Background: an optimization exercise with open tools, aiming at small area. Do not read the settings as production practice.
Function was checked by simulation only, so behaviour that the tests miss may differ from the original.
Power and IR drop assume default switching activity. The flow treats the clock pin as an ideal source, which a real chip does not have.

==> flow/config.mk <==
export PLATFORM = sky130hd
export DESIGN_NAME = qoi_encoder
export DESIGN_NICKNAME = qoi_encoder
export VERILOG_FILES = /design/flow/design.v
export SDC_FILE = /design/flow/constraint.sdc
export NUM_CORES = 4
export LEC_CHECK = 0
export CAP_MARGIN = 20
export CORE_MARGIN = 2
export CORE_UTILIZATION = 65
export CTS_BUF_LIST = sky130_fd_sc_hd__clkbuf_16
export CTS_CLUSTER_DIAMETER = 80
export CTS_CLUSTER_SIZE = 28
export SLEW_MARGIN = 20
export SYNTH_HIERARCHICAL = 1
==> flow/design.v <==
module qoi_encoder(
	input wire[7:0] r,
	input wire[7:0] g,
	input wire[7:0] b,
	input wire[7:0] a,
	input wire finish,
	input wire clk,
	input wire rst,
	output wire[39:0] chunk,
	output wire[2:0] chunk_len
);
reg[7:0] pr, pg, pb, pa;
reg[7:0] ppa;
reg[7:0] sel_lo, sel_hi;
wire[5:0] ph_hash = {
	|sel_hi[7:4], sel_hi[7] | sel_hi[6] | sel_hi[3] | sel_hi[2], sel_hi[7] | sel_hi[5] | sel_hi[3] | sel_hi[1],
	|sel_lo[7:4], sel_lo[7] | sel_lo[6] | sel_lo[3] | sel_lo[2], sel_lo[7] | sel_lo[5] | sel_lo[3] | sel_lo[1]};
reg pix;           
reg[7:0] c0;
reg[7:0] c1;
wire[2:0] clen = c0[7:6] == 2'b11 ? (c0[0] ? 3'd5 : 3'd4) : c0[7] ? 3'd2 : 3'd1;
reg rep;         
reg[5:0] runm1;  
reg pre_run;     
reg pre_pend;    
reg ph;
reg[25:0] st[0:63];
reg[63:0] valid;
wire[25:0] cur26 = {pr, pg, pb, pa[7:6]};
wire[25:0] wd = cur26 ^ {26{ph}};
wire[63:0] we;
wire[25:0] st_d[0:63];
genvar e, i;
generate for (e = 0; e < 64; e = e + 1) begin : ent
	assign we[e] = sel_lo[e % 8] & sel_hi[e / 8];
	wire wr = we[e];
	wire nwr = ~(sel_lo[e % 8] & sel_hi[e / 8]);
	for (i = 0; i < 26; i = i + 1) begin : bt
		qoi_encoder_cell c(.s(st[e][i]), .we(wr), .nwe(nwr), .d(wd[i]), .y(st_d[e][i]));
	end
	always @(posedge clk)
		st[e] <= st_d[e];
end endgenerate
wire[26:0] rdn[0:21];
wire[26:0] rd;
generate for (e = 0; e < 21; e = e + 1) begin : rg
	for (i = 0; i < 27; i = i + 1) begin : rb
		qoi_encoder_sel3 s(
			.a0(i < 26 ? st[3*e][i] : valid[3*e]), .s0(we[3*e]),
			.a1(i < 26 ? st[3*e+1][i] : valid[3*e+1]), .s1(we[3*e+1]),
			.a2(i < 26 ? st[3*e+2][i] : valid[3*e+2]), .s2(we[3*e+2]),
			.y(rdn[e][i]));
	end
end endgenerate
assign rdn[21] = ~({valid[63], st[63]} & {27{we[63]}});
generate for (i = 0; i < 27; i = i + 1) begin : ro
	wire[21:0] col;
	for (e = 0; e < 22; e = e + 1) begin : rc
		assign col[e] = rdn[e][i];
	end
	assign rd[i] = ~&col;
end endgenerate
wire match = rd[26] ? (rd[25:0] == wd) : (sel_lo[0] && sel_hi[0] && cur26 == 26'd0);
wire k = pre_run | pre_pend;
wire[7:0] pfx = pre_pend ? ppa : {2'b11, runm1};
wire[7:0] hb = {2'b00, ph_hash};
wire[7:0] x0 = k ? pfx : hb;   
wire[7:0] y0 = k ? pfx : c0;   
wire[7:0] x1 = k ? hb : c1;
wire[7:0] y1 = k ? c0 : c1;
wire[2:0] len_x = {2'b00, k} + {2'b00, pix};
wire[2:0] len_y = !pix ? {2'b00, k} : (k && clen == 3'd5) ? 3'd5 : clen + {2'b00, k};
assign chunk[7:0]   = match ? x0 : y0;
assign chunk[15:8]  = match ? x1 : y1;
assign chunk[23:16] = k ? c1 : pg;
assign chunk[31:24] = k ? pg : pb;
assign chunk[39:32] = k ? pb : pa;
assign chunk_len = match ? len_x : len_y;
wire ovf = k && pix && !match && clen == 3'd5;
wire[5:0] h = r[5:0] * 6'd3 + g[5:0] * 6'd5 + b[5:0] * 6'd7 + a[5:0] * 6'd11;
wire is_rep = {pr, pg, pb, pa} == {r, g, b, a};
wire[7:0] vr = r - pr;
wire[7:0] vg = g - pg;
wire[7:0] vb = b - pb;
wire[7:0] vg_r = vr - vg;
wire[7:0] vg_b = vb - vg;
wire is_diff = (vr[7:1] == 7'h00 || vr[7:1] == 7'h7f) &&
               (vg[7:1] == 7'h00 || vg[7:1] == 7'h7f) &&
               (vb[7:1] == 7'h00 || vb[7:1] == 7'h7f);
wire is_luma = (vg[7:5] == 3'h0 || vg[7:5] == 3'h7) &&
               (vg_r[7:3] == 5'h00 || vg_r[7:3] == 5'h1f) &&
               (vg_b[7:3] == 5'h00 || vg_b[7:3] == 5'h1f);
always @(posedge clk) begin
	ph <= ~ph;
	ppa <= pa;
	pr <= r;
	pg <= g;
	pb <= b;
	pa <= a;
	sel_lo <= (8'd1 << h[2:0]) & {8{!finish && !rst}};
	sel_hi <= 8'd1 << h[5:3];
	pre_pend <= ovf;
	c1 <= r;
	if (pa != a) begin
		c0 <= 8'hff;
	end else if (is_diff) begin
		c0 <= {2'b01, ~vr[1], vr[0], ~vg[1], vg[0], ~vb[1], vb[0]};
	end else if (is_luma) begin
		c0 <= {2'b10, ~vg[5], vg[4:0]};
		c1 <= {~vg_r[3], vg_r[2:0], ~vg_b[3], vg_b[2:0]};
	end else begin
		c0 <= 8'hfe;
	end
	if (finish) begin
		pix <= 0;
		rep <= 0;
		pre_run <= rep;
	end else if (is_rep) begin
		pix <= 0;
		if (rep) begin
			runm1 <= runm1 + 6'd1;
			pre_run <= runm1 == 6'd60;
			rep <= runm1 != 6'd60;
		end else begin
			runm1 <= 0;
			pre_run <= 0;
			rep <= 1;
		end
	end else begin
		pix <= 1;
		pre_run <= rep;
		rep <= 0;
	end
	valid <= valid | we;
	if (rst) begin
		pr <= 0;
		pg <= 0;
		pb <= 0;
		pa <= 255;
		pix <= 0;
		rep <= 0;
		pre_run <= 0;
		pre_pend <= 0;
		valid <= 0;
	end
end
endmodule
module qoi_encoder_cell(input wire s, input wire we, input wire nwe, input wire d, output wire y);
assign y = ~((s | we) & (nwe | d));
endmodule
module qoi_encoder_sel3(input wire a0, input wire s0, input wire a1, input wire s1,
	input wire a2, input wire s2, output wire y);
assign y = ~(a0 & s0 | a1 & s1 | a2 & s2);
endmodule
==> flow/constraint.sdc <==
create_clock -name core_clock -period 10.0 [get_ports {clk}]
set_input_delay 2.0000 -clock core_clock [delete_from_list [all_inputs] [get_ports {clk}]]
set_output_delay 2.0000 -clock core_clock [all_outputs]
set_load 0.01 [all_outputs]
==> flow/run.sh <==
#!/bin/bash
# synth_recipe.tcl (not shown) runs the flow's synth.tcl, then flattens the netlist and writes it again
# the make line also repeats each setting of config.mk as NAME=value (left out here)
make -C /OpenROAD-flow-scripts/flow DESIGN_CONFIG=/design/flow/config.mk WORK_HOME=/design/flow/orfs CLKGATE_MAP_FILE= SYNTH_SCRIPT=/design/flow/synth_recipe.tcl finish
==> results of run 1 <==
layer usage:
| metal | wire length (um) | vias to the layer above | global-route usage [%] | part of all wire, % |
|---|---|---|---|---|
| met4 | 15100 | 18 | 26.2 | 7.3 |
| met5 | 143 | - | 0 | 0.069 |
| met3 | 24200 | 674 | 9.99 | 12 |
| met2 | 89600 | 3266 | 63.1 | 43 |
| li1 | - | 22700 | - | - |
| met1 | 77900 | 25600 | 55.2 | 38 |
critical path: cells and delay by family (launching register included):
| family | cells | cell delay [ns] |
|---|---|---|
| compound gates | 4 | 2.01 |
| xor+xnor | 1 | 0.22 |
| flops | 1 | 0.50 |
| buf+inv | 4 | 1.95 |
| simple gates | 5 | 2.06 |
| mux | 1 | 0.25 |
per-module statistics from Yosys, one instance, submodules excluded:
| module | times used | cell area, um^2 | flops+latches | cells |
|---|---|---|---|---|
| qoi_encoder | 1 | 43700 | 1811 | 2973 |
| qoi_encoder_cell | 1664 | 6.26 | 0 | 1 |
| qoi_encoder_sel3 | 567 | 10.0 | 0 | 1 |
worst max-delay path by stage:
stage | from | to | slack [ns]
final | sel_lo[4]$_DFF_P_ | chunk[8] | 0.24
after global routing | sel_lo[3]$_DFF_P_ | chunk[12] | 0.23
after CTS | sel_lo[3]$_DFF_P_ | chunk[8] | 0.53
after detailed placement | sel_lo[3]$_DFF_P_ | chunk[8] | 1.28
after global placement | sel_hi[2]$_SDFF_PP0_ | chunk[12] | 1.45
after floorplan | ph$_DFF_P_ | chunk[0] | 3.46
flip-flops by register name, summed over array words and instances (netlist names), 8 cells and up:
signal  count
c0          8
c1          8
pa          8
pb          8
pg          8
ppa         8
pr          8
sel_hi      8
sel_lo      8
st       1664
valid      64
power by group through the flow:
stage               combinational, W  clock (W)  sequential (W)
floorplan                    0.00229          0          0.0102
global placement             0.00303          0          0.0105
detailed placement           0.00317          0          0.0105
CTS                          0.00317    0.00364          0.0104
global route                 0.00351    0.00388          0.0106
finish                       0.00328    0.00364          0.0104
stage by stage:
step	area, um^2	std cells	power [W]
after floorplan	59800	5204	0.0125
final	66000	6706	0.0173
after detailed placement	63900	6613	0.0137
after global placement	63900	6613	0.0135
after CTS	66000	6698	0.0172
after global routing	66000	6700	0.0180
area by class of cell:
| class | count | area (um^2) |
|---|---|---|
| antenna | 8 | 20.0 |
| clock buffer | 78 | 1950 |
| clock inverter | 7 | 81.3 |
| fill | 6721 | 25400 |
| inverter | 143 | 537 |
| multi-input combinational | 3207 | 23300 |
| sequential | 1811 | 36300 |
| tap | 1186 | 1480 |
| timing repair buffer | 266 | 2310 |
cell usage in the layout (no fill, tap or decap), drive strengths merged, types with 4 or more instances in the layout:
cell type      netlist  layout
buf                 10     190
o22ai             1665    1665
nand4              126     126
nand2              148     148
clkinv               0      43
a2111oi             28      28
a21o                11      11
or4                 36      36
a2bb2oi              5       5
or3                  5       5
xor2                66      66
a21oi               16      16
xnor2               56      56
o21ai               46      46
nand3               41      41
mux2                18      18
inv                143     107
nor4                12      12
nor3                15      15
ha                  57      57
clkdlybuf4s50        0      76
o21a                 4       4
clkbuf              33      78
diode                0       8
mux2i               12      12
dfxtp             1805    1805
edfxtp               6       6
or2                  9       9
a222oi             567     567
nand2b               4       4
nor2b               24      24
and2                 6       6
nor2               169     169
fa                  28      28
kinds of logic after synthesis:
kind of cell,count (synthesis)
compound gates,2367
flops,1811
simple gates,602
buf+inv,186
xor+xnor,122
fa+ha+maj,86
mux,30
==> flow_metrics.py, run 1 <==
metrics = {
    "sta": {
        "rsz0062_at_grt": "false",
        "holdWs_ns": 0.388,
        "tns_ns": 0,
        "slew_viol_final": 0,
        "fmax_mhz": 102,
        "fin_ws_ns": 0.239,
        "finalCritPeriodShare_pct": 97.6,
        "maxSlewHeadroom_pct": 21.4,
        "final.setup_skew_ns": 0.0431,
        "hold_viol_final": 0,
        "setup_viol": 0,
        "period_needed_ns": 9.76,
        "tightestPinTransition_ns": 1.17,
    },
    "placed_design": {
        "place.gp.congestion": 0.998,
        "io_buffers": 77,
        "dp_hpwl_mm": 131,
        "dp_slack_ns": 1.28,
    },
    "pwr": {
        "swShare_pct": 29.8,
        "combPwrFrac_pct": 18.9,
        "p_int_w": 0.0122,
        "pwr-share-seq_pct": 60.1,
        "vdd_drop_max_mv": 0.184,
        "power.density_nw_per_um2": 263,
        "clockPowerShare_pct": 21.0,
        "leakagePower_nw": 25.6,
        "p_sw_w": 0.00518,
    },
    "clock_network": {
        "root_buffer": "clkbuf_16",
        "insertion_delay_ns": 0.70,
        "ctsResizeCount": 0,
        "cts-buffers-inserted": 76,
        "cts_tree": "done",
        "clk_pin_slew_worst_paths_ns": 0.11,
        "ctsLongestPathBuffers": 3,
        "post_cts_buffers": 0,
        "cts_sinks": 1811,
        "cts_htree_levels": 3,
        "hold_buffers": 0,
    },
    "worst_hold_path": {
        "hold_start": "pa[0]$_SDFF_PP1_",
        "hold_end": "ppa[0]$_DFF_P_",
        "hold_path_class": "reg2reg",
        "hold_depth": 0,
    },
    "synth": {
        "ys_async_sr_fraction_pct": 0,
        "synthXorXnorAreaFrac_pct": 1.82,
        "synth_area_leaders": "dfxtp_1, o22ai_1, a222oi_1",
        "synthMuxAreaShare_pct": 0.573,
        "yosysWarnings": 9,
        "synth_compound_area_share_pct": 28.5,
        "ys_types": 75,
        "yosys.area_share.simple_pct": 5.00,
        "synth_fa_ha_area_share_pct": 2.15,
        "yosysTopAreaCell": "dfxtp_1",
        "syn_inst": 5204,
        "synth_top_area_share_pct": 60.4,
        "synthesis.nets": 5324,
        "ys_seq_elements": 1811,
        "seq_area_frac_synth_pct": 60.7,
        "syn_area_um2": 59800,
        "syn_area_per_cell_um2": 11.5,
        "ys.flop_type": "dfxtp_1",
        "synth_edf_count": 6,
        "synth_top_cells_by_count": "dfxtp_1, o22ai_1, a222oi_1",
        "synth_top_family_by_area": "compound AO/OA/AOI/OAI gates",
        "synth_most_common_cell": "dfxtp_1",
    },
    "detailed_routing": {
        "avgViaCountPerCell": 7.79,
        "drc": 0,
        "drtIter0Drc": 9187,
        "wl_per_cell_um": 30.9,
        "vias": 52200,
        "antenna_left": 0,
        "drt_wl_total_mm": 207,
        "dr.pass1.iters": 14,
    },
    "global_route": {
        "grt_max_degree": 78,
        "grt_pass1_vias": 47100,
        "grt_pass1_wl_mm": 302,
        "grt_usage_pct": 42.1,
        "overflow": 0,
        "antenna_found_initial": 18,
    },
    "floorplanning": {
        "start_util_pct": 65.5,
        "core_area_um2": 91400,
        "io_pins": 78,
        "std_cell_rows": 111,
        "dieArea_um2": 94500,
        "die_w_um": 307,
        "die_y_um": 307,
    },
    "setup_path": {
        "required_ns": 8.00,
        "rr_endpoint": "pre_pend$_SDFF_PP0_",
        "slowest_delay_ns": 0.78,
        "critPathKind": "reg2out",
        "worstPathArrival_ns": 7.76,
        "slowest_stage": "a31o_1",
        "r2r_setup_slack_ns": 3.68,
        "worstSetupEndpointType": "output pin",
        "worst-path-max-fanout": 38,
        "cp-start-kind": "flip-flop",
        "r2r-start": "sel_lo[4]$_DFF_P_",
        "path_cells": "nand2_1 > buf_4 > clkinv_1 > buf_4 > a222oi_1 > nand4_1 > or4_1 > a2111oi_0 > xor2_1 > nand4_1 > nor4_1 > a31o_1 > mux2i_1 > o21ai_0 > clkdlybuf4s50_1",
        "worst_r2r_path_depth": 15,
    },
    "layout": {
        "final_core_util_pct": 72.2,
        "syn2layout_area_growth_pct": 10.3,
        "fin_nets": 5625,
        "drive_above_1_share_pct": 6.42,
    },
    "run_status": {
        "status": "finished clean",
    },
    "run": {
        "maxCapViolCount": 0,
    },
}
==> inputs of run 2 (changes only) <==
==> flow/flow/run.sh (new file) <==
#!/bin/bash
# The standard layout (standard.sh: the standard synthesis, then ORFS
# through finish), with two ORFS steps given other arguments:
#  - the port buffers are sky130_fd_sc_hd__buf_1 cells (every input and
#    output port still gets its own buffer);
#  - clock tree synthesis uses clkbuf_16 leaf clusters of up to 32 sinks
#    and inserts no dummy loads.
# make's full output goes to standard.log in the work folder; ORFS keeps
# each step's log under orfs/logs/.
set -euo pipefail
export BUFFER_PORTS_ARGS="-buffer_cell sky130_fd_sc_hd__buf_1"
export CTS_ARGS="-sink_clustering_enable -repair_clock_nets -sink_clustering_size 32 -sink_clustering_max_diameter 80 -buf_list sky130_fd_sc_hd__clkbuf_16 -dont_use_dummy_load"
bash standard.sh > standard.log 2>&1
==> flow/standard.sh (new file) <==
#!/bin/bash
# synth_recipe.tcl (not shown) runs the flow's synth.tcl, then flattens the netlist and writes it again
# the make line also repeats each setting of config.mk as NAME=value (left out here)
make -C /OpenROAD-flow-scripts/flow DESIGN_CONFIG=/design/flow/config.mk WORK_HOME=/design/flow/orfs CLKGATE_MAP_FILE= SYNTH_SCRIPT=/design/flow/synth_recipe.tcl "${@:-finish}"
--- a/flow/config.mk
+++ b/flow/config.mk
@@ -8,8 +8,5 @@
 export CAP_MARGIN = 20
 export CORE_MARGIN = 2
 export CORE_UTILIZATION = 65
-export CTS_BUF_LIST = sky130_fd_sc_hd__clkbuf_16
-export CTS_CLUSTER_DIAMETER = 80
-export CTS_CLUSTER_SIZE = 28
 export SLEW_MARGIN = 20
 export SYNTH_HIERARCHICAL = 1
removed: flow/run.sh
==> run 2 against run 1 <==
Sequential share of layout area rose by 0.70 points. Synthesized cell count did not move. Cell area fell by 1.3%. Highest routed layer unchanged. Critical endpoint unchanged. Sequential power barely moved. Clock skew rose by 0.047 ns. Area after synthesis did not move. Still clean on timing, DRC and antenna.
==> flow_metrics.py, run 2 <==
metrics = {
    "run_status": {
        "status": "finished clean",
    },
    "clock_network": {
        "ctsResizeCount": 0,
        "cts_tree": "done",
        "root_buffer": "clkbuf_16",
        "cts_htree_levels": 3,
        "hold_buffers": 0,
        "ctsLongestPathBuffers": 3,
        "insertion_delay_ns": 0.69,
        "cts-buffers-inserted": 68,
        "clk_pin_slew_worst_paths_ns": 0.12,
        "cts_sinks": 1811,
        "post_cts_buffers": 0,
    },
    "global_route": {
        "grt_pass1_vias": 47000,
        "grt_pass1_wl_mm": 300,
        "grt_max_degree": 78,
        "overflow": 0,
        "grt_usage_pct": 41.5,
        "antenna_found_initial": 9,
    },
    "setup_path": {
        "worst_r2r_path_depth": 15,
        "worstPathArrival_ns": 7.29,
        "cp-start-kind": "flip-flop",
        "slowest_delay_ns": 0.80,
        "critPathKind": "reg2out",
        "path_depth": 15,
        "path_cells": "nand2_1 > buf_4 > clkinv_1 > buf_4 > a222oi_1 > nand4_1 > or4_1 > a2111oi_0 > xor2_1 > nand4_1 > nor4_1 > a31o_1 > mux2i_1 > o21ai_0 > buf_1",
        "critical_path_buf_inv_count": 4,
        "slowest_stage": "a31o_1",
        "worst-path-max-fanout": 44,
        "cp_top_family": "compound AO/OA/AOI/OAI gates",
        "worstSetupEndpointType": "output pin",
        "required_ns": 8.00,
    },
    "sta": {
        "maxSlewHeadroom_pct": 17.0,
        "tns_ns": 0,
        "hold_viol_final": 0,
        "finalCritPeriodShare_pct": 92.9,
        "rsz0062_at_grt": "false",
        "fmax_mhz": 108,
        "tightestPinTransition_ns": 1.21,
        "period_needed_ns": 9.29,
        "final.setup_skew_ns": 0.0903,
        "setup_viol": 0,
        "slew_viol_final": 0,
    },
    "synth": {
        "synthesis.nets": 5324,
        "synth_edf_count": 6,
        "synth_most_common_cell": "dfxtp_1",
        "seq_area_frac_synth_pct": 60.7,
        "yosysTopAreaCell": "dfxtp_1",
        "synth_top_cells_by_count": "dfxtp_1, o22ai_1, a222oi_1",
        "ys.flop_type": "dfxtp_1",
        "syn_area_um2": 59800,
        "ys_async_sr_fraction_pct": 0,
        "syn_inst": 5204,
        "yosysWarnings": 9,
        "ys_seq_elements": 1811,
        "syn_area_per_cell_um2": 11.5,
        "synth_area_leaders": "dfxtp_1, o22ai_1, a222oi_1",
        "ys_types": 75,
        "synth_top_area_share_pct": 60.4,
    },
    "pwr": {
        "clockPowerShare_pct": 19.7,
        "p_sw_w": 0.00502,
        "vdd_drop_max_mv": 0.210,
        "power.density_nw_per_um2": 261,
        "combPwrFrac_pct": 19.0,
        "swShare_pct": 29.6,
        "p_int_w": 0.0120,
        "leakagePower_nw": 25.3,
        "pwr-share-seq_pct": 61.3,
    },
    "floorplanning": {
        "die_y_um": 307,
        "start_util_pct": 65.5,
        "dieArea_um2": 94500,
        "std_cell_rows": 111,
        "core_area_um2": 91400,
        "die_w_um": 307,
        "io_pins": 78,
    },
    "detailed_routing": {
        "wl_met1_mm": 78.7,
        "drt_wl_total_mm": 203,
        "met3_length_mm": 23.6,
        "drc": 0,
        "drtIter0Drc": 8535,
        "vias": 51900,
        "wl_met2_mm": 87.9,
        "wl_per_cell_um": 30.4,
        "antenna_left": 0,
        "avgViaCountPerCell": 7.75,
        "dr.pass1.iters": 14,
        "top_layer_used": "met5",
    },
    "run": {
        "maxCapViolCount": 0,
    },
    "layout": {
        "top_register": "st",
        "reg.largest.list": "st x1664, valid x64",
        "drive_above_1_share_pct": 6.24,
        "syn2layout_area_growth_pct": 8.91,
        "final_core_util_pct": 71.3,
        "final_common_cell": "dfxtp_1",
        "final_cell_mix": "dfxtp_1, o22ai_1, a222oi_1, buf_4, nor2_1",
        "fin_nets": 5621,
        "largest_register_ffs": 1664,
    },
    "placed_design": {
        "io_buffers": 77,
        "dp_hpwl_mm": 128,
        "place.gp.congestion": 0.974,
    },
    "worst_hold_path": {
        "hold_depth": 0,
        "hold_path_class": "reg2reg",
    },
}
run 2: changes by cell type in the layout (fill, tap and decap cells not counted), moves of 5 or more:
cell	previous run	this run
buf_1	0	76
buf_4	180	187
clkbuf_16	78	68
clkdlybuf4s50_1	76	0
buf_12	10	5
run 2: path summary, 6_finish.rpt:
check	start	endpoint	slack (ns)
max	sel_hi[2]$_SDFF_PP0_	chunk[8]	0.71
min reg2reg	pa[4]$_SDFF_PP1_	ppa[4]$_DFF_P_	0.35
min	pa[4]$_SDFF_PP1_	ppa[4]$_DFF_P_	0.35
max reg2reg	sel_hi[2]$_SDFF_PP0_	pre_pend$_SDFF_PP0_	3.79
run 2: final cells by class:
| type | instances | area, um^2 |
|---|---|---|
| Timing Repair Buffer | 270 | 1820 |
| Antenna cell | 4 | 10.0 |
| Tap cell | 1186 | 1480 |
| Sequential cell | 1811 | 36300 |
| Multi-Input combinational cell | 3207 | 23300 |
| Inverter | 143 | 537 |
| Clock buffer | 68 | 1700 |
| Fill cell | 6785 | 26200 |
run 2: stage by stage:
step / setup slack [ns] / hold slack, ns / std cells / area, um^2 / power [W]
global placement: 1.65 / 0.370 / 6616 / 63400 / 0.0135
CTS: 0.917 / 0.355 / 6685 / 65100 / 0.0169
global route: 0.622 / 0.359 / 6685 / 65100 / 0.0177
finish: 0.713 / 0.354 / 6689 / 65100 / 0.0170
detailed placement: 1.62 / 0.370 / 6617 / 63400 / 0.0137
floorplan: 3.46 / 0.361 / 5204 / 59800 / 0.0125
run 2: Yosys stat by module, one instance, submodules excluded:
module / cell area, um^2 / cells / flops+latches
qoi_encoder: 43700 / 2973 / 1811
qoi_encoder_cell: 6.26 / 1 / 0
qoi_encoder_sel3: 10.0 / 1 / 0
run 2: cells by family (layout without fill, tap and decap cells):
group | count (synthesis) | count (layout) | share of synthesized area [%]
AOI/OAI and AO/OA | 2367 | 2367 | 28.5
and+or+nand+nor | 602 | 602 | 5.00
muxes | 30 | 30 | 0.573
DFF | 1811 | 1811 | 60.7
adders and majority gates | 86 | 86 | 2.15
xor gates and xnor gates | 122 | 122 | 1.82
buffers and inverters | 186 | 481 | 1.20
other | 0 | 4 | 0
run 2: power groups by stage:
| stage | Clock, W | Sequential [W] | Combinational, W |
|---|---|---|---|
| 3_5_place_dp | 0 | 0.0105 | 0.00315 |
| 3_3_place_gp | 0 | 0.0105 | 0.00301 |
| 5_1_grt | 0.00360 | 0.0106 | 0.00346 |
| 6_report | 0.00335 | 0.0104 | 0.00323 |
| 4_1_cts | 0.00336 | 0.0104 | 0.00314 |
| 2_1_floorplan | 0 | 0.0102 | 0.00229 |
run 2: layer usage:
| layer | vias up | GRT usage [%] |
|---|---|---|
| met1 | 25600 | 55.7 |
| met3 | 553 | 9.07 |
| met4 | 8 | 22.3 |
| met2 | 2990 | 63.0 |
| met5 | - | 0 |
| li1 | 22700 | - |
==> inputs of run 3 (changes only) <==
--- a/flow/design.v
+++ b/flow/design.v
@@ -77,7 +77,7 @@
 assign chunk[39:32] = k ? pb : pa;
 assign chunk_len = match ? len_x : len_y;
 wire ovf = k && pix && !match && clen == 3'd5;
-wire[5:0] h = r[5:0] * 6'd3 + g[5:0] * 6'd5 + b[5:0] * 6'd7 + a[5:0] * 6'd11;
+wire[5:0] h = (r[5:0] + g[5:0] + b[5:0] + a[5:0]) + {r[4:0] + b[4:0] + a[4:0], 1'b0} + {g[3:0] + b[3:0], 2'b00} + {a[2:0], 3'b000};
 wire is_rep = {pr, pg, pb, pa} == {r, g, b, a};
 wire[7:0] vr = r - pr;
 wire[7:0] vg = g - pg;
==> run 3 against run 2 <==
Non-clock buffer count fell by 8. First-iteration DRC count grew 1.7%. Global-route usage is 0.39 points lower. Critical path depth is 1 higher. Clock skew decreased by 0.026 ns. Hold slack better by 0.058 ns. Final cell count about the same. Largest power group unchanged. Maximum frequency rose by 2.2%. Register-to-register slack gained 0.36 ns. Critical endpoint is now chunk[0]. Setup slack better by 0.20 ns.
==> flow_metrics.py, run 3 <==
metrics = {
    "worst_hold_path": {
        "hold_depth": 0,
        "hold_start": "pa[1]$_SDFF_PP1_",
        "hold_end": "ppa[1]$_DFF_P_",
        "hold_path_class": "reg2reg",
    },
    "clock_network": {
        "ctsResizeCount": 0,
        "hold_buffers": 0,
        "post_cts_buffers": 0,
        "root_buffer": "clkbuf_16",
        "clk_pin_slew_worst_paths_ns": 0.12,
        "ctsLongestPathBuffers": 3,
        "insertion_delay_ns": 0.69,
        "cts_sinks": 1811,
        "cts-buffers-inserted": 69,
        "cts_htree_levels": 3,
        "cts_tree": "done",
    },
    "pwr": {
        "leakagePower_nw": 25.2,
        "p_int_w": 0.0116,
        "swShare_pct": 29.5,
        "vdd_drop_max_mv": 0.202,
        "clockPowerShare_pct": 20.5,
        "pwr-share-seq_pct": 61.0,
        "combPwrFrac_pct": 18.5,
        "power.density_nw_per_um2": 254,
        "p_sw_w": 0.00486,
    },
    "global_route": {
        "grt_pass1_vias": 46800,
        "grt_max_degree": 66,
        "grt_pass1_wl_mm": 298,
        "antenna_found_initial": 25,
        "met2_usage_pct": 60.2,
        "use_met1_pct": 57.0,
        "met3_usage_pct": 9.30,
        "grt_usage_pct": 41.2,
        "overflow": 0,
        "busiest_layer": "met2",
    },
    "placed_design": {
        "dp_hpwl_mm": 125,
        "io_buffers": 77,
        "place_area_um2": 63100,
        "place.gp.congestion": 1.00,
    },
    "setup_path": {
        "rr_endpoint": "pre_pend$_SDFF_PP0_",
        "cp-start-kind": "flip-flop",
        "slowest_stage": "clkinv_1",
        "path_cells": "nand2_1 > buf_4 > clkinv_1 > buf_4 > a222oi_1 > nand4_1 > or4_1 > a2111oi_0 > xor2_1 > nand4_1 > nor4_1 > a31o_2 > mux2i_1 > mux2_2 > o21ai_0 > buf_1",
        "required_ns": 8.00,
        "worstPathArrival_ns": 7.08,
        "worstSetupEndpointType": "output pin",
        "r2r_setup_slack_ns": 4.15,
        "worst-path-max-fanout": 32,
        "r2r-start": "sel_hi[3]$_SDFF_PP0_",
        "worst_r2r_path_depth": 13,
        "slowest_delay_ns": 0.88,
        "critPathKind": "reg2out",
    },
    "layout": {
        "top_register": "st",
        "final_core_util_pct": 71.1,
        "num-fill-cells": 6879,
        "reg.largest.list": "st x1664, valid x64",
        "post-route-cell-area_um2": 64900,
        "largest_register_ffs": 1664,
        "multiInputGateArea_um2": 23100,
        "syn2layout_area_growth_pct": 8.81,
        "seqCellArea_um2": 36300,
        "fin_nets": 5609,
        "final_common_cell": "dfxtp_1",
        "drive_above_1_share_pct": 6.04,
        "final_cell_mix": "dfxtp_1, o22ai_1, a222oi_1, buf_4, nor2_1",
    },
    "synth": {
        "ys.flop_type": "dfxtp_1",
        "seq_area_frac_synth_pct": 60.9,
        "synth_top_cells_by_count": "dfxtp_1, o22ai_1, a222oi_1",
        "ys_types": 69,
        "syn_inst": 5212,
        "syn_area_um2": 59600,
        "yosysWarnings": 9,
        "synth_top_area_share_pct": 60.6,
        "synth_most_common_cell": "dfxtp_1",
        "syn_area_per_cell_um2": 11.4,
        "synth_area_leaders": "dfxtp_1, o22ai_1, a222oi_1",
        "synthesis.nets": 5321,
        "ys_seq_elements": 1811,
        "synth_edf_count": 6,
        "yosysTopAreaCell": "dfxtp_1",
        "ys_async_sr_fraction_pct": 0,
    },
    "run_status": {
        "status": "finished clean",
    },
    "detailed_routing": {
        "drc": 0,
        "avgViaCountPerCell": 7.74,
        "wl_per_cell_um": 29.9,
        "vias": 51800,
        "dr.pass1.iters": 12,
        "antenna_left": 0,
        "drt_wl_total_mm": 200,
        "drtIter0Drc": 8676,
    },
    "floorplanning": {
        "std_cell_rows": 111,
        "core_area_um2": 91200,
        "die_w_um": 307,
        "io_pins": 78,
        "start_util_pct": 65.3,
        "dieArea_um2": 94200,
        "die_y_um": 307,
    },
    "run": {
        "maxCapViolCount": 0,
    },
    "sta": {
        "setup_viol": 0,
        "tightestPinTransition_ns": 1.23,
        "slew_viol_final": 0,
        "fmax_mhz": 110,
        "finalCritPeriodShare_pct": 90.8,
        "rsz0062_at_grt": "false",
        "tns_ns": 0,
        "period_needed_ns": 9.08,
        "hold_viol_final": 0,
        "holdWs_ns": 0.412,
        "final.setup_skew_ns": 0.0641,
        "maxSlewHeadroom_pct": 17.4,
    },
}
-- run 3: layer usage --
layer	routed length, um	up-vias
met5	140	-
met4	12100	24
met3	23800	565
met2	84500	3075
met1	79800	25500
li1	-	22700
-- run 3: worst max path at each step --
stage,slack [ns],startpoint,endpoint
after floorplan,2.87,a[1],sel_hi[1]$_SDFF_PP0_
after global placement,2.16,sel_hi[3]$_SDFF_PP0_,chunk[1]
after detailed placement,1.97,sel_hi[3]$_SDFF_PP0_,chunk[0]
after CTS,1.17,sel_hi[3]$_SDFF_PP0_,chunk[0]
after global routing,0.73,sel_hi[3]$_SDFF_PP0_,chunk[0]
final,0.92,sel_hi[3]$_SDFF_PP0_,chunk[0]
-- run 3: power groups by stage --
| stage | clock [W] | combinational, W | sequential [W] |
|---|---|---|---|
| 6_report | 0.00338 | 0.00305 | 0.0101 |
| 5_1_grt | 0.00363 | 0.00325 | 0.0103 |
| 4_1_cts | 0.00339 | 0.00295 | 0.0100 |
| 3_5_place_dp | 0 | 0.00295 | 0.0102 |
| 3_3_place_gp | 0 | 0.00283 | 0.0101 |
| 2_1_floorplan | 0 | 0.00210 | 0.00990 |
-- run 3: worst max-delay path, delay by kind of cell, from the launching register on --
kind,cells,cell delay (ns)
compound gates,4,1.64
simple gates,5,1.47
mux,2,0.49
xor+xnor,1,0.27
buf+inv,4,1.97
flops,1,0.51
-- run 3: logic make-up (layout without fill, tap and decap cells) --
kind of cell / Yosys count / after routing / share of synthesized area [%]
compound gates: 2377 / 2377 / 28.7
flops: 1811 / 1811 / 60.9
simple gates: 622 / 622 / 5.11
buf+inv: 184 / 470 / 1.18
xor+xnor: 116 / 116 / 1.73
fa+ha+maj: 75 / 75 / 1.90
mux: 27 / 27 / 0.489
other cells: 0 / 6 / 0
-- run 3: stage by stage --
stage / worst slack (ns) / power [W] / instances
detailed placement: 1.97 / 0.0131 / 6615
global placement: 2.16 / 0.0130 / 6614
finish: 0.916 / 0.0165 / 6690
CTS: 1.17 / 0.0164 / 6684
global route: 0.726 / 0.0171 / 6686
floorplan: 2.87 / 0.0120 / 5212
-- run 3: area by class of cell --
| type | count | area share (%) |
|---|---|---|
| Sequential cell | 1811 | 56.0 |
| Multi-Input combinational cell | 3217 | 35.6 |
| Clock buffer | 69 | 2.66 |
| Timing Repair Buffer | 262 | 2.64 |
| Tap cell | 1186 | 2.29 |
| Inverter | 139 | 0.804 |
| Antenna cell | 6 | 0.0231 |
-- run 3: per-module statistics from Yosys (local to each module, per instance) --
module	cells inside	flip-flops and latches
qoi_encoder	2981	1811
qoi_encoder_sel3	1	0
qoi_encoder_cell	1	0
==> inputs of run 4 (changes only) <==
--- a/flow/config.mk
+++ b/flow/config.mk
@@ -8,5 +8,6 @@
 export CAP_MARGIN = 20
 export CORE_MARGIN = 2
 export CORE_UTILIZATION = 65
+export PLACE_DENSITY = 0.85
 export SLEW_MARGIN = 20
 export SYNTH_HIERARCHICAL = 1
==> run 4 against run 3 <==
Clock skew is 0.0044 ns higher. Area after synthesis stayed put. Cell area is 0.12% lower. Via count is 1.6% higher. Maximum frequency is 2.7% higher. Critical endpoint unchanged. Largest cell class unchanged.
==> flow_metrics.py, run 4 <==
metrics = {
    "layout": {
        "multiInputGateArea_um2": 23100,
        "fin_nets": 5598,
        "largest_register_ffs": 1664,
        "final_cells": 6680,
        "final_cell_mix": "dfxtp_1, o22ai_1, a222oi_1, nor2_1, buf_4",
        "final_common_cell": "dfxtp_1",
        "num-fill-cells": 6323,
        "reg.largest.list": "st x1664, valid x64",
        "top_register": "st",
        "seqCellArea_um2": 36300,
        "syn2layout_area_growth_pct": 8.69,
        "drive_above_1_share_pct": 5.60,
    },
    "sta": {
        "period_needed_ns": 8.84,
        "tns_ns": 0,
        "maxSlewHeadroom_pct": 24.4,
        "setup_viol": 0,
        "hold_viol_final": 0,
        "fmax_mhz": 113,
        "final.setup_skew_ns": 0.0685,
        "tightestPinTransition_ns": 1.13,
        "slew_viol_final": 0,
        "rsz0062_at_grt": "false",
        "finalCritPeriodShare_pct": 88.4,
    },
    "setup_path": {
        "critical_path_buf_inv_count": 4,
        "cp-start-kind": "flip-flop",
        "worstSetupEndpointType": "output pin",
        "path_cells": "nand2_1 > buf_4 > inv_1 > buf_4 > a222oi_1 > nand4_1 > or4_1 > a2111oi_0 > xor2_1 > nand4_1 > nor4_1 > a31o_2 > mux2i_1 > mux2_2 > o21ai_0 > buf_1",
        "required_ns": 8.00,
        "slowest_delay_ns": 0.66,
        "critPathKind": "reg2out",
        "worstPathArrival_ns": 6.84,
        "cp_top_family": "simple AND/OR/NAND/NOR gates",
        "worst-path-max-fanout": 28,
        "slowest_stage": "or4_1",
    },
    "run": {
        "maxCapViolCount": 0,
    },
    "placed_design": {
        "io_buffers": 77,
        "place.gp.congestion": 0.973,
        "dp_cells": 6604,
        "dp_hpwl_mm": 119,
    },
    "synth": {
        "synth_most_common_cell": "dfxtp_1",
        "synth_area_leaders": "dfxtp_1, o22ai_1, a222oi_1",
        "ys.flop_type": "dfxtp_1",
        "yosysTopAreaCell": "dfxtp_1",
        "syn_area_um2": 59600,
        "seq_area_frac_synth_pct": 60.9,
        "synth_top_area_share_pct": 60.6,
        "ys_async_sr_fraction_pct": 0,
        "yosysWarnings": 9,
        "syn_inst": 5212,
        "syn_area_per_cell_um2": 11.4,
        "synth_top_cells_by_count": "dfxtp_1, o22ai_1, a222oi_1",
        "ys_seq_elements": 1811,
        "synth_edf_count": 6,
        "synthesis.nets": 5321,
        "ys_types": 69,
    },
    "pwr": {
        "leakagePower_nw": 25.3,
        "vdd_drop_max_mv": 0.201,
        "power.density_nw_per_um2": 255,
        "p_total_w": 0.0165,
    },
    "clock_network": {
        "insertion_delay_ns": 0.69,
        "clk_pin_slew_worst_paths_ns": 0.12,
        "ctsResizeCount": 0,
        "post_cts_buffers": 0,
        "cts_sinks": 1811,
        "root_buffer": "clkbuf_16",
        "cts_htree_levels": 3,
        "hold_buffers": 0,
        "cts_tree": "done",
        "cts-buffers-inserted": 69,
        "ctsLongestPathBuffers": 3,
    },
    "detailed_routing": {
        "vias": 52600,
        "wl_per_cell_um": 29.0,
        "wl_met2_mm": 83.2,
        "drc": 0,
        "wl_met1_mm": 70.8,
        "met3_length_mm": 26.7,
        "drt_wl_total_mm": 194,
        "drtIter0Drc": 9260,
        "dr.pass1.iters": 14,
        "avgViaCountPerCell": 7.88,
        "antenna_left": 0,
        "top_layer_used": "met5",
    },
    "floorplanning": {
        "start_util_pct": 65.3,
        "core_area_um2": 91200,
        "die_w_um": 307,
        "dieArea_um2": 94200,
        "die_y_um": 307,
        "std_cell_rows": 111,
        "io_pins": 78,
    },
    "global_route": {
        "grt_max_degree": 66,
        "grt_pass1_wl_mm": 291,
        "antenna_found_initial": 22,
        "overflow": 0,
        "grt_pass1_vias": 49000,
        "grt_usage_pct": 39.4,
    },
    "worst_hold_path": {
        "hold_path_class": "reg2reg",
    },
    "run_status": {
        "status": "finished clean",
    },
}
## run 4: per-stage QoR
step	area (um^2)	worst slack [ns]	util (%)	hold WS [ns]
after floorplan	59600	2.87	-	0.360
after global placement	63100	2.22	69.1	0.370
after detailed placement	63100	2.20	69.1	0.374
after CTS	64800	1.52	71.0	0.392
after global routing	64800	0.995	71.0	0.408
final	64800	1.16	71.0	0.395
## run 4: logic make-up after synthesis
family                   count (synthesis)  share of synthesized area, %
flip-flops                            1811                          60.9
buffers and inverters                  184                          1.18
multiplexers                            27                         0.489
AND/OR/NAND/NOR                        622                          5.11
XOR/XNOR                               116                          1.73
adder cells (fa/ha/maj)                 75                          1.90
AO/OA/AOI/OAI                         2377                          28.7
## run 4: final cells by class
type                            count  area share (%)
Tap cell                         1186            2.29
Antenna cell                        7          0.0270
Timing Repair Buffer              251            2.53
Inverter                          139           0.805
Multi-Input combinational cell   3217            35.6
Clock buffer                       69            2.66
Sequential cell                  1811            56.0
## run 4: path summary, 6_finish.rpt
check	from	end	slack (ns)	cells after the start
hold reg to reg	pa[4]$_SDFF_PP1_	ppa[4]$_DFF_P_	0.40	0
setup reg to reg	sel_lo[1]$_DFF_P_	pre_pend$_SDFF_PP0_	4.38	13
setup / recovery	sel_lo[1]$_DFF_P_	chunk[0]	1.16	16
hold / removal	pa[4]$_SDFF_PP1_	ppa[4]$_DFF_P_	0.40	0
## run 4: layer usage
metal,vias up,track usage (%)
met1,25500,51.2
met5,-,0
met3,770,11.5
li1,22700,-
met2,3604,58.6
met4,24,23.1
## run 4: Yosys stat by module, one instance, submodules excluded
module	area [um^2]	flip-flops and latches
qoi_encoder	43500	1811
qoi_encoder_cell	6.26	0
qoi_encoder_sel3	10.0	0
## run 4: worst reg2reg max path, cell delays in order, from the launching register on
cell	delay [ns]
dfxtp_1	0.53
nand2_1	0.15
buf_4	0.40
inv_1	0.58
buf_4	0.44
a222oi_1	0.38
nand4_1	0.34
or4_1	0.66
a2111oi_0	0.53
xor2_1	0.34
nand4_1	0.13
nor4_1	0.34
a31o_2	0.53
nor4_1	0.09
## run 4: report_power, final
group          total [W]  switching, W  internal [W]
registers         0.0101       0.00104       0.00906
clock network    0.00336       0.00210       0.00126
logic            0.00305       0.00173       0.00133
==> inputs of run 5 (changes only) <==
--- a/flow/config.mk
+++ b/flow/config.mk
@@ -8,6 +8,6 @@
 export CAP_MARGIN = 20
 export CORE_MARGIN = 2
 export CORE_UTILIZATION = 65
-export PLACE_DENSITY = 0.85
+export PLACE_DENSITY = 0.95
 export SLEW_MARGIN = 20
 export SYNTH_HIERARCHICAL = 1
==> run 5 against run 4 <==
Still clean on timing, DRC and antenna. Global-route usage is 2.0 points higher. Clock skew rose by 0.047 ns. Combinational power up 2%. Synthesized cell count is the same. Die area is the same. Setup slack lost 0.48 ns. Critical path depth stayed put. Routed wire length is 5.0% higher.
==> flow_metrics.py, run 5 <==
metrics = {
    "synth": {
        "synth_compound_area_share_pct": 28.7,
        "synthXorXnorAreaFrac_pct": 1.73,
        "ys_async_sr_fraction_pct": 0,
        "synth_top_area_share_pct": 60.6,
        "yosys.area_share.simple_pct": 5.11,
        "syn_area_per_cell_um2": 11.4,
        "synth_edf_count": 6,
        "yosysTopAreaCell": "dfxtp_1",
        "syn_area_um2": 59600,
        "synthMuxAreaShare_pct": 0.489,
        "synth_top_family_by_area": "compound AO/OA/AOI/OAI gates",
        "synth_fa_ha_area_share_pct": 1.90,
        "ys_seq_elements": 1811,
        "synthesis.nets": 5321,
        "synth_area_leaders": "dfxtp_1, o22ai_1, a222oi_1",
        "synth_top_cells_by_count": "dfxtp_1, o22ai_1, a222oi_1",
        "ys.flop_type": "dfxtp_1",
        "synth_most_common_cell": "dfxtp_1",
        "yosysWarnings": 9,
        "seq_area_frac_synth_pct": 60.9,
        "ys_types": 69,
        "syn_inst": 5212,
    },
    "sta": {
        "final.setup_skew_ns": 0.115,
        "tightestPinTransition_ns": 1.15,
        "hold_viol_final": 0,
        "finalCritPeriodShare_pct": 93.3,
        "tns_ns": 0,
        "rsz0062_at_grt": "false",
        "fmax_mhz": 107,
        "setup_viol": 0,
        "slew_viol_final": 0,
        "period_needed_ns": 9.33,
        "maxSlewHeadroom_pct": 23.1,
    },
    "layout": {
        "post-route-cell-area_um2": 64800,
        "largest_register_ffs": 1664,
        "fin_nets": 5592,
        "final_cell_mix": "dfxtp_1, o22ai_1, a222oi_1, nor2_1, buf_4",
        "top_register": "st",
        "reg.largest.list": "st x1664, valid x64",
        "num-fill-cells": 5838,
        "final_common_cell": "dfxtp_1",
        "drive_above_1_share_pct": 5.47,
        "syn2layout_area_growth_pct": 8.70,
        "final_cells": 6687,
    },
    "clock_network": {
        "hold_buffers": 0,
        "cts_htree_levels": 3,
        "ctsResizeCount": 0,
        "clk_pin_slew_worst_paths_ns": 0.12,
        "cts_sinks": 1811,
        "cts-buffers-inserted": 69,
        "insertion_delay_ns": 0.75,
        "cts_tree": "done",
        "post_cts_buffers": 0,
        "root_buffer": "clkbuf_16",
        "ctsLongestPathBuffers": 3,
    },
    "setup_path": {
        "path_cells": "nand2_1 > buf_4 > clkinv_1 > buf_4 > a222oi_1 > nand4_1 > or4_1 > a2111oi_0 > xor2_1 > nand4_1 > nor4_1 > a31o_2 > mux2i_1 > mux2_2 > o21ai_0 > buf_1",
        "worstPathArrival_ns": 7.33,
        "slowest_delay_ns": 0.95,
        "critPathKind": "reg2out",
        "required_ns": 8.00,
        "slowest_stage": "clkinv_1",
        "path_depth": 16,
        "worst_r2r_path_depth": 13,
        "cp_top_family": "buffers and inverters",
        "worst-path-max-fanout": 34,
        "cp-start-kind": "flip-flop",
        "worstSetupEndpointType": "output pin",
        "critical_path_buf_inv_count": 4,
    },
    "pwr": {
        "power.density_nw_per_um2": 257,
        "leakagePower_nw": 25.3,
        "vdd_drop_max_mv": 0.252,
        "p_total_w": 0.0167,
    },
    "floorplanning": {
        "die_w_um": 307,
        "io_pins": 78,
        "std_cell_rows": 111,
        "core_area_um2": 91200,
        "start_util_pct": 65.3,
        "die_y_um": 307,
        "dieArea_um2": 94200,
    },
    "placed_design": {
        "dp_hpwl_mm": 125,
        "place.gp.congestion": 1.04,
        "io_buffers": 77,
        "dp_cells": 6595,
        "place_area_um2": 63000,
    },
    "global_route": {
        "grt_usage_pct": 41.4,
        "grt_pass1_wl_mm": 304,
        "grt_pass1_vias": 51900,
        "overflow": 0,
        "antenna_found_initial": 32,
        "grt_max_degree": 66,
    },
    "detailed_routing": {
        "drt_wl_total_mm": 204,
        "wl_per_cell_um": 30.5,
        "avgViaCountPerCell": 8.20,
        "drc": 0,
        "dr.pass1.iters": 22,
        "vias": 54800,
        "antenna_left": 0,
        "drtIter0Drc": 12100,
    },
    "worst_hold_path": {
        "hold_path_class": "reg2reg",
        "hold_depth": 0,
    },
    "run": {
        "maxCapViolCount": 0,
    },
    "run_status": {
        "status": "finished clean",
    },
}
run 5: per-module statistics from Yosys (local to each module, per instance):
module | times used | area [um^2] | flops+latches | cells
qoi_encoder | 1 | 43500 | 1811 | 2981
qoi_encoder_sel3 | 567 | 10.0 | 0 | 1
qoi_encoder_cell | 1664 | 6.26 | 0 | 1
run 5: power by group:
part	leakage (nW)	internal (W)	total, W	switching (W)
Sequential	15.1	0.00906	0.0102	0.00112
Combinational	9.36	0.00132	0.00311	0.00179
Clock	0.850	0.00125	0.00338	0.00213
Total	25.3	0.0116	0.0167	0.00504
run 5: worst paths after layout:
check / start / end / slack, ns
setup / recovery: sel_lo[4]$_DFF_P_ / chunk[0] / 0.67
hold / removal: pa[4]$_SDFF_PP1_ / ppa[4]$_DFF_P_ / 0.41
setup reg to reg: sel_lo[4]$_DFF_P_ / pre_pend$_SDFF_PP0_ / 3.93
hold reg to reg: pa[4]$_SDFF_PP1_ / ppa[4]$_DFF_P_ / 0.41
run 5: cell type report:
class / instances / area (um^2) / share of cell area (%)
inverters: 139 / 522 / 0.805
clock buffers: 69 / 1730 / 2.66
repair buffers: 245 / 1610 / 2.49
multi-input cells: 3217 / 23100 / 35.6
diodes: 20 / 50.0 / 0.0772
well taps: 1186 / 1480 / 2.29
flip-flops and latches: 1811 / 36300 / 56.0
run 5: per-layer routing:
metal / wire, um / GRT usage, % / vias up / share of wire, %
met2: 84700 / 59.9 / 4802 / 42
met5: 177 / 0.465 / - / 0.087
met3: 32100 / 15.0 / 1327 / 16
met4: 18400 / 30.9 / 20 / 9.0
met1: 68300 / 50.6 / 26000 / 34
li1: - / - / 22700 / -
run 5: logic make-up (layout without fill, tap and decap cells):
family                   count (synthesis)  in the layout
other                                    0             20
XOR/XNOR                               116            116
multiplexers                            27             27
buffers and inverters                  184            453
flip-flops                            1811           1811
AND/OR/NAND/NOR                        622            622
adder cells (fa/ha/maj)                 75             75
AO/OA/AOI/OAI                         2377           2377
run 5: stage by stage:
step | utilization, % | setup slack (ns) | hold WS (ns)
after floorplan | - | 2.87 | 0.360
after global placement | 69.0 | 2.24 | 0.409
after detailed placement | 69.0 | 2.13 | 0.410
after CTS | 70.9 | 1.52 | 0.407
after global routing | 71.0 | 0.593 | 0.404
final | 71.0 | 0.675 | 0.407
==> inputs of run 6 (changes only) <==
--- a/flow/config.mk
+++ b/flow/config.mk
@@ -7,7 +7,7 @@
 export LEC_CHECK = 0
 export CAP_MARGIN = 20
 export CORE_MARGIN = 2
-export CORE_UTILIZATION = 65
-export PLACE_DENSITY = 0.95
+export CORE_UTILIZATION = 75
+export PLACE_DENSITY = 0.85
 export SLEW_MARGIN = 20
 export SYNTH_HIERARCHICAL = 1
==> run 6 against run 5 <==
Critical path depth fell by 1. Combinational power fell by 2%. Hold slack improved by 0.015 ns. Die area fell by 13%. Cell area fell by 0.15%. Core utilization rose by 11 points. Clock skew fell by 0.050 ns. First-iteration DRC count fell by 21%. Routed wire length fell by 2.1%. Largest cell class unchanged. Highest routed layer unchanged.
==> flow_metrics.py, run 6 <==
metrics = {
    "run_status": {
        "status": "finished clean",
    },
    "clock_network": {
        "cts_htree_levels": 3,
        "root_buffer": "clkbuf_16",
        "hold_buffers": 0,
        "ctsLongestPathBuffers": 3,
        "post_cts_buffers": 0,
        "clk_pin_slew_worst_paths_ns": 0.11,
        "cts_sinks": 1811,
        "ctsResizeCount": 0,
        "cts-buffers-inserted": 67,
        "cts_tree": "done",
        "insertion_delay_ns": 0.67,
    },
    "worst_hold_path": {
        "hold_depth": 0,
        "hold_path_class": "reg2reg",
        "hold_end": "ppa[1]$_DFF_P_",
        "hold_start": "pa[1]$_SDFF_PP1_",
    },
    "pwr": {
        "clockPowerShare_pct": 20.1,
        "p_sw_w": 0.00488,
        "vdd_drop_max_mv": 0.210,
        "leakagePower_nw": 25.4,
        "combPwrFrac_pct": 18.6,
        "p_total_w": 0.0165,
        "swShare_pct": 29.6,
        "pwr-share-seq_pct": 61.4,
        "p_int_w": 0.0116,
        "power.density_nw_per_um2": 255,
    },
    "detailed_routing": {
        "wl_per_cell_um": 30.4,
        "drc": 0,
        "antenna_left": 0,
        "drt_wl_total_mm": 199,
        "dr.pass1.iters": 15,
        "vias": 53400,
        "avgViaCountPerCell": 8.13,
        "drtIter0Drc": 9554,
    },
    "floorplanning": {
        "io_pins": 78,
        "core_area_um2": 78900,
        "start_util_pct": 75.6,
        "die_y_um": 286,
        "die_w_um": 286,
        "std_cell_rows": 103,
        "dieArea_um2": 81800,
    },
    "setup_path": {
        "required_ns": 8.00,
        "cp_top_family": "simple AND/OR/NAND/NOR gates",
        "worst_r2r_path_depth": 12,
        "crit_top_cell": "buf_4",
        "r2r_setup_slack_ns": 4.49,
        "path_cells": "nand2_1 > buf_4 > clkinv_1 > buf_4 > a222oi_1 > nand4_1 > or4_1 > a2111oi_0 > xnor2_1 > nor4_1 > a31o_2 > mux2i_1 > mux2_2 > o21ai_0 > buf_1",
        "worstPathArrival_ns": 6.73,
        "rr_endpoint": "pre_pend$_SDFF_PP0_",
        "critPathKind": "reg2out",
        "r2r-start": "sel_hi[2]$_SDFF_PP0_",
        "worst-path-max-fanout": 27,
        "worstSetupEndpointType": "output pin",
        "cp-start-kind": "flip-flop",
        "slowest_delay_ns": 0.67,
        "critical_path_buf_inv_count": 4,
        "slowest_stage": "clkinv_1",
    },
    "synth": {
        "ys_seq_elements": 1811,
        "synth_top_cells_by_count": "dfxtp_1, o22ai_1, a222oi_1",
        "synth_most_common_cell": "dfxtp_1",
        "syn_area_um2": 59600,
        "syn_inst": 5212,
        "ys.flop_type": "dfxtp_1",
        "synthesis.nets": 5321,
        "yosysTopAreaCell": "dfxtp_1",
        "ys_types": 69,
        "seq_area_frac_synth_pct": 60.9,
        "synth_top_area_share_pct": 60.6,
        "ys_async_sr_fraction_pct": 0,
        "syn_area_per_cell_um2": 11.4,
        "synth_edf_count": 6,
        "synth_area_leaders": "dfxtp_1, o22ai_1, a222oi_1",
        "yosysWarnings": 9,
    },
    "sta": {
        "fmax_mhz": 115,
        "finalCritPeriodShare_pct": 87.3,
        "slew_viol_final": 0,
        "holdWs_ns": 0.422,
        "final.setup_skew_ns": 0.0654,
        "maxSlewHeadroom_pct": 25.4,
        "fin_ws_ns": 1.27,
        "setup_viol": 0,
        "tightestPinTransition_ns": 1.12,
        "hold_viol_final": 0,
        "period_needed_ns": 8.73,
        "tns_ns": 0,
        "rsz0062_at_grt": "false",
    },
    "placed_design": {
        "io_buffers": 77,
        "place.gp.congestion": 0.985,
        "dp_slack_ns": 2.22,
        "dp_hpwl_mm": 123,
    },
    "layout": {
        "largest_register_ffs": 1664,
        "top_register": "st",
        "reg.largest.list": "st x1664, valid x64",
        "fin_nets": 5609,
        "syn2layout_area_growth_pct": 8.53,
        "final_cell_mix": "dfxtp_1, o22ai_1, a222oi_1, buf_4, nor2_1",
        "drive_above_1_share_pct": 5.77,
        "final_common_cell": "dfxtp_1",
    },
    "global_route": {
        "grt_usage_pct": 46.9,
        "grt_pass1_wl_mm": 296,
        "overflow": 0,
        "grt_pass1_vias": 49000,
        "grt_max_degree": 66,
        "antenna_found_initial": 54,
    },
    "run": {
        "maxCapViolCount": 0,
    },
}
[run 6: cell types whose count changed in the layout (fill, tap and decap cells not counted), sizes merged]
| cell | delta |
|---|---|
| clkinv | +5 |
| diode | +1 |
| inv | -5 |
| buf | +20 |
| clkbuf | -3 |
[run 6: metal layers]
metal | vias up | share of wire [%] | global-route usage (%)
li1 | 22700 | - | -
met1 | 25800 | 36 | 61.2
met2 | 3962 | 42 | 65.5
met3 | 911 | 15 | 15.5
met4 | 52 | 8.0 | 33.6
met5 | - | 0.21 | 0.581
[run 6: per-stage QoR]
step           instances  utilization, %  instance area [um^2]
6_report            6569            82.0                 64700
4_1_cts             6547            82.0                 64600
2_1_floorplan       5212               -                 59600
3_5_place_dp        6480            79.8                 63000
5_1_grt             6554            82.0                 64700
3_3_place_gp        6480            79.8                 63000
[run 6: final cells by class]
| class | instances | area [um^2] |
|---|---|---|
| Timing Repair Buffer | 264 | 1730 |
| Antenna cell | 21 | 52.6 |
| Multi-Input combinational cell | 3217 | 23100 |
| Sequential cell | 1811 | 36300 |
| Clock buffer | 67 | 1680 |
| Tap cell | 1050 | 1310 |
| Inverter | 139 | 522 |
| Fill cell | 4797 | 14200 |
[run 6: how the worst max path moves through the flow]
stage                               from                    to  slack (ns)  cells after the start
finish              sel_hi[2]$_SDFF_PP0_              chunk[1]        1.27                     15
floorplan                           a[1]  sel_hi[1]$_SDFF_PP0_        2.87                     20
CTS                 sel_hi[2]$_SDFF_PP0_              chunk[1]        1.50                     15
global placement       sel_lo[7]$_DFF_P_              chunk[0]        2.28                     16
detailed placement  sel_hi[2]$_SDFF_PP0_              chunk[1]        2.22                     15
global route        sel_hi[5]$_SDFF_PN0_              chunk[1]        1.08                     16
[run 6: power by group through the flow]
stage                     Sequential (W)  Clock, W  Combinational [W]
after floorplan                  0.00990         0            0.00210
after global placement            0.0101         0            0.00276
after detailed placement          0.0102         0            0.00292
after CTS                         0.0101   0.00328            0.00293
after global routing              0.0103   0.00353            0.00324
final                             0.0101   0.00331            0.00306
[run 6: cell families (layout without fill, tap and decap cells)]
| logic type | after synthesis | count (layout) | synth area share (%) |
|---|---|---|---|
| AND/OR/NAND/NOR | 622 | 622 | 5.11 |
| multiplexers | 27 | 27 | 0.489 |
| adder cells (fa/ha/maj) | 75 | 75 | 1.90 |
| flip-flops | 1811 | 1811 | 60.9 |
| AO/OA/AOI/OAI | 2377 | 2377 | 28.7 |
| other | 0 | 21 | 0 |
| XOR/XNOR | 116 | 116 | 1.73 |
| buffers and inverters | 184 | 470 | 1.18 |
[run 6: Yosys stat by module, one instance, submodules excluded]
module	copies in the design	flops+latches	cells inside	cell area (um^2)
qoi_encoder	1	1811	2981	43500
qoi_encoder_sel3	567	0	1	10.0
qoi_encoder_cell	1664	0	1	6.26

==> what the ideal ports hide <==
The results above use ideal ports. As a check the final layouts listed here were re-extracted and re-timed, cells and wires unchanged. Step 1: set_driving_cell puts a clkbuf_16 on clk and a buf_2 on each other input, an assumption about the parent block. Step 2 times the ports against the registers' clock, not the clock port: input delays grow and output delays shrink by t, the midpoint of the rising clock arrivals with the driver on. a / b / c = ideal ports / drivers / drivers and shift; a / b = the first two.
run	t, ns	setup WS [ns]	worst setup path at the end	cell pins on the clock port's net
run 1	0.747	0.239 / 0.167 / 0.914	register to output	1
run 2	0.723	0.713 / 0.637 / 1.360	register to output	1
run 3	0.732	0.916 / 0.846 / 1.577	register to output	1
run 4	0.728	1.157 / 1.087 / 1.816	register to output	1
run 5	0.764	0.675 / 0.605 / 1.370	register to output	1
run 6	0.718	1.273 / 1.194 / 1.912	register to output	1
After both steps every run listed still meets setup and hold.
